Source: an optimization exercise on an open RTL-to-GDS flow (aim: small area, a short achievable clock period and few clock cycles per item). Production flows keep margins and buffers that such runs may drop. Only simulation tests tie the RTL to the original design; equivalence was not proved.

## flow/run.sh

```bash
#!/bin/bash
# synth_recipe.tcl (not shown) runs the flow's synth.tcl, then flattens the netlist and writes it again
# the make line also repeats each setting of config.mk as NAME=value (left out here)
make -C /OpenROAD-flow-scripts/flow DESIGN_CONFIG=/design/flow/config.mk WORK_HOME=/design/flow/orfs CLKGATE_MAP_FILE= SYNTH_SCRIPT=/design/flow/synth_recipe.tcl finish
```

## flow/config.mk

```make
export PLATFORM = sky130hd
export DESIGN_NAME = dot_product_accel
export DESIGN_NICKNAME = dot_product_accel
export VERILOG_FILES = /design/flow/design.v
export SDC_FILE = /design/flow/constraint.sdc
export NUM_CORES = 4
export LEC_CHECK = 0
export CAP_MARGIN = 20
export CORE_MARGIN = 2
export CORE_UTILIZATION = 40
export SLEW_MARGIN = 20
```

## flow/constraint.sdc

```tcl
create_clock -name core_clock -period 10.5 [get_ports {clk}]
set_input_delay 2.1000 -clock core_clock [delete_from_list [all_inputs] [get_ports {clk}]]
set_output_delay 2.1000 -clock core_clock [all_outputs]
set_load 0.01 [all_outputs]
```

## flow/design.v

```verilog
`timescale 1ns/1ps
module dot_product_accel (
    input  logic                 clk,
    input  logic                 rst,           
    input  logic                 start,         
    output logic                 done,          
    input  logic signed [31:0]   a0,
    input  logic signed [31:0]   a1,
    input  logic signed [31:0]   a2,
    input  logic signed [31:0]   a3,
    input  logic signed [31:0]   a4,
    input  logic signed [31:0]   a5,
    input  logic signed [31:0]   a6,
    input  logic signed [31:0]   a7,
    input  logic signed [31:0]   b0,
    input  logic signed [31:0]   b1,
    input  logic signed [31:0]   b2,
    input  logic signed [31:0]   b3,
    input  logic signed [31:0]   b4,
    input  logic signed [31:0]   b5,
    input  logic signed [31:0]   b6,
    input  logic signed [31:0]   b7,
    output logic signed [63:0]   result
);
    typedef enum logic [1:0] {
        S_IDLE = 2'b00,
        S_RUN  = 2'b01,
        S_DONE = 2'b10
    } state_t;
    state_t state, state_n;
    logic signed [31:0] A [0:7];
    logic signed [31:0] B [0:7];
    logic [3:0]               idx;       
    logic [3:0]               idx_n;
    logic signed [63:0]       acc;       
    logic signed [63:0]       acc_n;
    logic signed [63:0]       prod;      
    always_ff @(posedge clk) begin
        if (rst) begin
            A[0] <= '0; A[1] <= '0; A[2] <= '0; A[3] <= '0;
            A[4] <= '0; A[5] <= '0; A[6] <= '0; A[7] <= '0;
            B[0] <= '0; B[1] <= '0; B[2] <= '0; B[3] <= '0;
            B[4] <= '0; B[5] <= '0; B[6] <= '0; B[7] <= '0;
        end else if (start && (state != S_RUN)) begin
            A[0] <= a0; A[1] <= a1; A[2] <= a2; A[3] <= a3;
            A[4] <= a4; A[5] <= a5; A[6] <= a6; A[7] <= a7;
            B[0] <= b0; B[1] <= b1; B[2] <= b2; B[3] <= b3;
            B[4] <= b4; B[5] <= b5; B[6] <= b6; B[7] <= b7;
        end
    end
    always_comb begin
        prod = $signed(A[idx]) * $signed(B[idx]);
    end
    always_comb begin
        state_n = state;
        idx_n   = idx;
        acc_n   = acc;
    case (state)
            S_IDLE: begin
                if (start) begin
                    idx_n = 4'd0;
                    acc_n = 64'sd0;
                    state_n = S_RUN;
                end
            end
            S_RUN: begin
                acc_n = acc + prod;  
                if (idx == 4'd7) begin
                    state_n = S_DONE;
                end else begin
                    idx_n = idx + 4'd1;
                end
            end
            S_DONE: begin
                if (start) begin
                    idx_n = 4'd0;
                    acc_n = 64'sd0;
                    state_n = S_RUN;
                end
            end
            default: begin
                state_n = S_IDLE;
            end
        endcase
    end
    always_ff @(posedge clk) begin
        if (rst) begin
            state  <= S_IDLE;
            idx    <= '0;
            acc    <= '0;
            result <= '0;
            done   <= 1'b0;
        end else begin
            state <= state_n;
            idx   <= idx_n;
            acc   <= acc_n;
            if (state == S_RUN && state_n == S_DONE) begin
                result <= acc_n;  
            end
            case (state_n)
                S_IDLE: done <= 1'b0;
                S_RUN:  done <= 1'b0;
                S_DONE: done <= 1'b1;
                default: done <= 1'b0;
            endcase
        end
    end
endmodule
```

==> results.txt <==
[layer usage]
| metal | part of all wire, % | routed length [µm] | global-route usage (%) |
|---|---|---|---|
| met1 | 43 | 104000 | 41.7 |
| met2 | 44 | 108000 | 45.4 |
| met3 | 9.1 | 22200 | 5.89 |
| met4 | 4.2 | 10200 | 10.9 |
| met5 | 0.036 | 87 | 0 |
[area by class of cell]
| cell class | count | area share, % |
|---|---|---|
| Clock inverter | 37 | 0.867 |
| Tap cell | 2160 | 3.51 |
| Timing Repair Buffer | 812 | 10.2 |
| Inverter | 1323 | 6.46 |
| Sequential cell | 647 | 16.8 |
| Clock buffer | 100 | 2.78 |
| Antenna cell | 22 | 0.0715 |
| Multi-Input combinational cell | 5161 | 59.2 |
[per-stage QoR]
| stage | std cells | worst slack [ns] | instance area, µm² | utilization (%) |
|---|---|---|---|---|
| after detailed placement | 10100 | 0.332 | 73900 | 45.9 |
| after CTS | 10200 | 0.266 | 76700 | 47.7 |
| after global placement | 10100 | 0.354 | 73900 | 45.9 |
| after floorplan | 7602 | 0.297 | 65000 | - |
| final | 10300 | 0.276 | 76900 | 47.8 |
| after global routing | 10300 | -0.0128 | 76900 | 47.8 |
[worst paths after layout]
check	from	to	cells after the start
worst max-delay path	idx[1]	result[63]	33
worst min-delay path	acc[49]	acc[49]	2
worst max register to register	idx[1]	result[63]	33
worst min register to register	acc[49]	acc[49]	2
[state kept, by name, indices dropped and copies added, names as in the netlist]
signal / flops
A: 256
B: 256
acc: 64
result: 64
idx: 4
state: 2
done: 1
[cells by family after synthesis]
family | share of synthesized area (%)
simple gates | 15.2
buf+inv | 10.4
fa+ha+maj | 41.6
compound gates | 10.8
flops | 19.9
xor+xnor | 1.07
mux | 0.986
[repair_timing]
item                                    in CTS  in global routing
endpoints found under the setup margin       0                 24
setup buffers                                0                  6
gates resized for setup                      0                 24
[worst max-delay path: cells and delay by family (launching register included)]
family / cells / cell delay (ns)
flip-flops: 1 / 0.43
buffers and inverters: 8 / 1.06
XOR/XNOR: 1 / 0.14
AND/OR/NAND/NOR: 7 / 1.55
adder cells (fa/ha/maj): 10 / 5.00
AO/OA/AOI/OAI: 7 / 1.84
[Yosys cell counts, types with 22 or more instances]
cell type	number	share of area [%]
a211oi_1	27	0.31
o21ai_0	43	0.33
a222oi_1	64	0.99
nand2_1	1718	9.9
a21oi_1	611	4.7
clkbuf_1	432	2.5
ha_1	224	4.3
dfxtp_1	647	20
fa_1	1210	37
and2_1	51	0.49
nor2_1	524	3.0
a21o_1	51	0.59
nand4_1	66	0.64
xnor2_1	54	0.73
o21a_1	51	0.59
o21ai_1	45	0.35
xor2_1	25	0.34
mux2_2	56	0.97
a22o_1	22	0.30
a22oi_1	100	1.2
inv_1	1323	7.6
nand2b_1	29	0.28
==> qor.txt <==
Status -> complete, no violations
IO Pins -> 580
H-tree levels -> 3
Final GP Congestion -> 0.969
CP dominant cell by count -> fa_1
Row count -> 147
Root buf cell -> clkbuf_16
Multi-input logic area -> 0.0456 mm²
CTS tree -> done
Crit path capture type -> flip-flop
Most common cell after layout, fill and taps aside -> nand2_1
Ys flop type -> dfxtp_1
CTS Hold Bufs -> 0
Tcrit/Tclk final -> 97.4%
Hold/Removal Path Class -> reg2reg
Cell count after synthesis -> 7,602
DR WL/cell -> 23.8 µm
Die area -> 0.166 mm²
CTS Sinks -> 647
Total CTS buffers -> 76
ANT nets after route -> 0
Yosys warns -> 3
Crit-path max FO -> 14
Vias in the first global route -> 55,900
Die H -> 407 µm
Synth-to-layout area growth -> 18.5%
Max-Cap Viols -> 0
Syn_area_per_cell -> 8.54 µm²
Clock slew at reported path FFs -> 0.06 ns
Fin. Hold Viols -> 0
Synth async-reset ratio -> 0%
Worst skew pair latency -> 0.71 ns
Max Fclk -> 97.8 MHz
I/O Buffers -> 579
CP required -> 11.05 ns
Synthesized cell area -> 0.0650 mm²
DP Wirelength -> 199,000 µm
DRC -> 0
Vias -> 54,500
Chip width -> 407 µm
Number of fill cells in the layout -> 15,600
Synth Net Count -> 9,551
Vias per std cell -> 5.31
Initial Util -> 40.4%
Seq. cell area -> 0.0130 mm²
RSZ-0062 raised after global routing -> true
Relative slew margins -> 29.7%
EDFF count, synth -> 0
Final hold slack -> 0.448 ns
DRT Pass-1 Iters -> 9
R2r setup slk -> 0.28 ns
Clock Skews -> 0.0717 ns
First-pass GRT wire length -> 363,000 µm
Max Slew Vio Count -> 0
Setup TNS -> 0 ns
Congestion Overflow GR -> 0
Synth unique cells -> 88
Initial DRC Count -> 5,430
Slowest cell delay on critical path -> 0.67 ns
Sequential fraction of the synthesis area -> 19.9%
Critical path type -> reg2reg
Clock Tree Buf Depth -> 3
Largest net degree at the start of global routing -> 207
GR Util All Layers -> 29.7%
Antenna violations before repair -> 28
Worst Setup Start Kind -> flip-flop
Crit path DAT -> 10.78 ns
Final setup fails -> 0
Seq cells post-synth -> 647
WL final -> 244,000 µm
Commonest non-fill, non-tap cells in the layout -> nand2_1 (1,715), inv_1 (1,321), fa_1 (1,209)
# nets final -> 9,970
Slowest CP cell -> fa_1
Worst-Margin Slew -> 1.05 ns
Min Tclk post-route -> 10.22 ns
Core area -> 0.161 mm²
Fraction of layout cells with a size suffix above 1 -> 6.30%
Testbench counts, summed over its fixed seeds: cycles 14,400, items 1,600.

-- afterwards: timing with drivers on the ports --
The flow's constraints put no driver on any port. The routed layout listed below was extracted and timed again, unchanged, in two steps.
Step 1 (the two cells are an assumption about what drives the block):
set clk [get_ports {clk}]
set_driving_cell -lib_cell sky130_fd_sc_hd__clkbuf_16 $clk
set_driving_cell -lib_cell sky130_fd_sc_hd__buf_2 [delete_from_list [all_inputs] $clk]
Step 2 times the ports against the registers' clock, not the clock port: input delays grow and output delays shrink by t, the midpoint of the rising clock arrivals with the driver on.
Slacks: ideal ports / drivers / drivers and shift; pairs: ideal ports / drivers.
shift t [ns]: 0.754
slack for setup (ns): 0.276 / 0.276 / 0.276
hold slack, ns: 0.448 / 0.448 / 0.448
worst setup path after step 2: register to register
worst register clock-pin slew, ns: 0.06 / 0.06
After both steps this run still meets setup and hold. For this run, drivers alone change the setup slack by 0.000 ns; drivers and shift together by 0.000 ns.
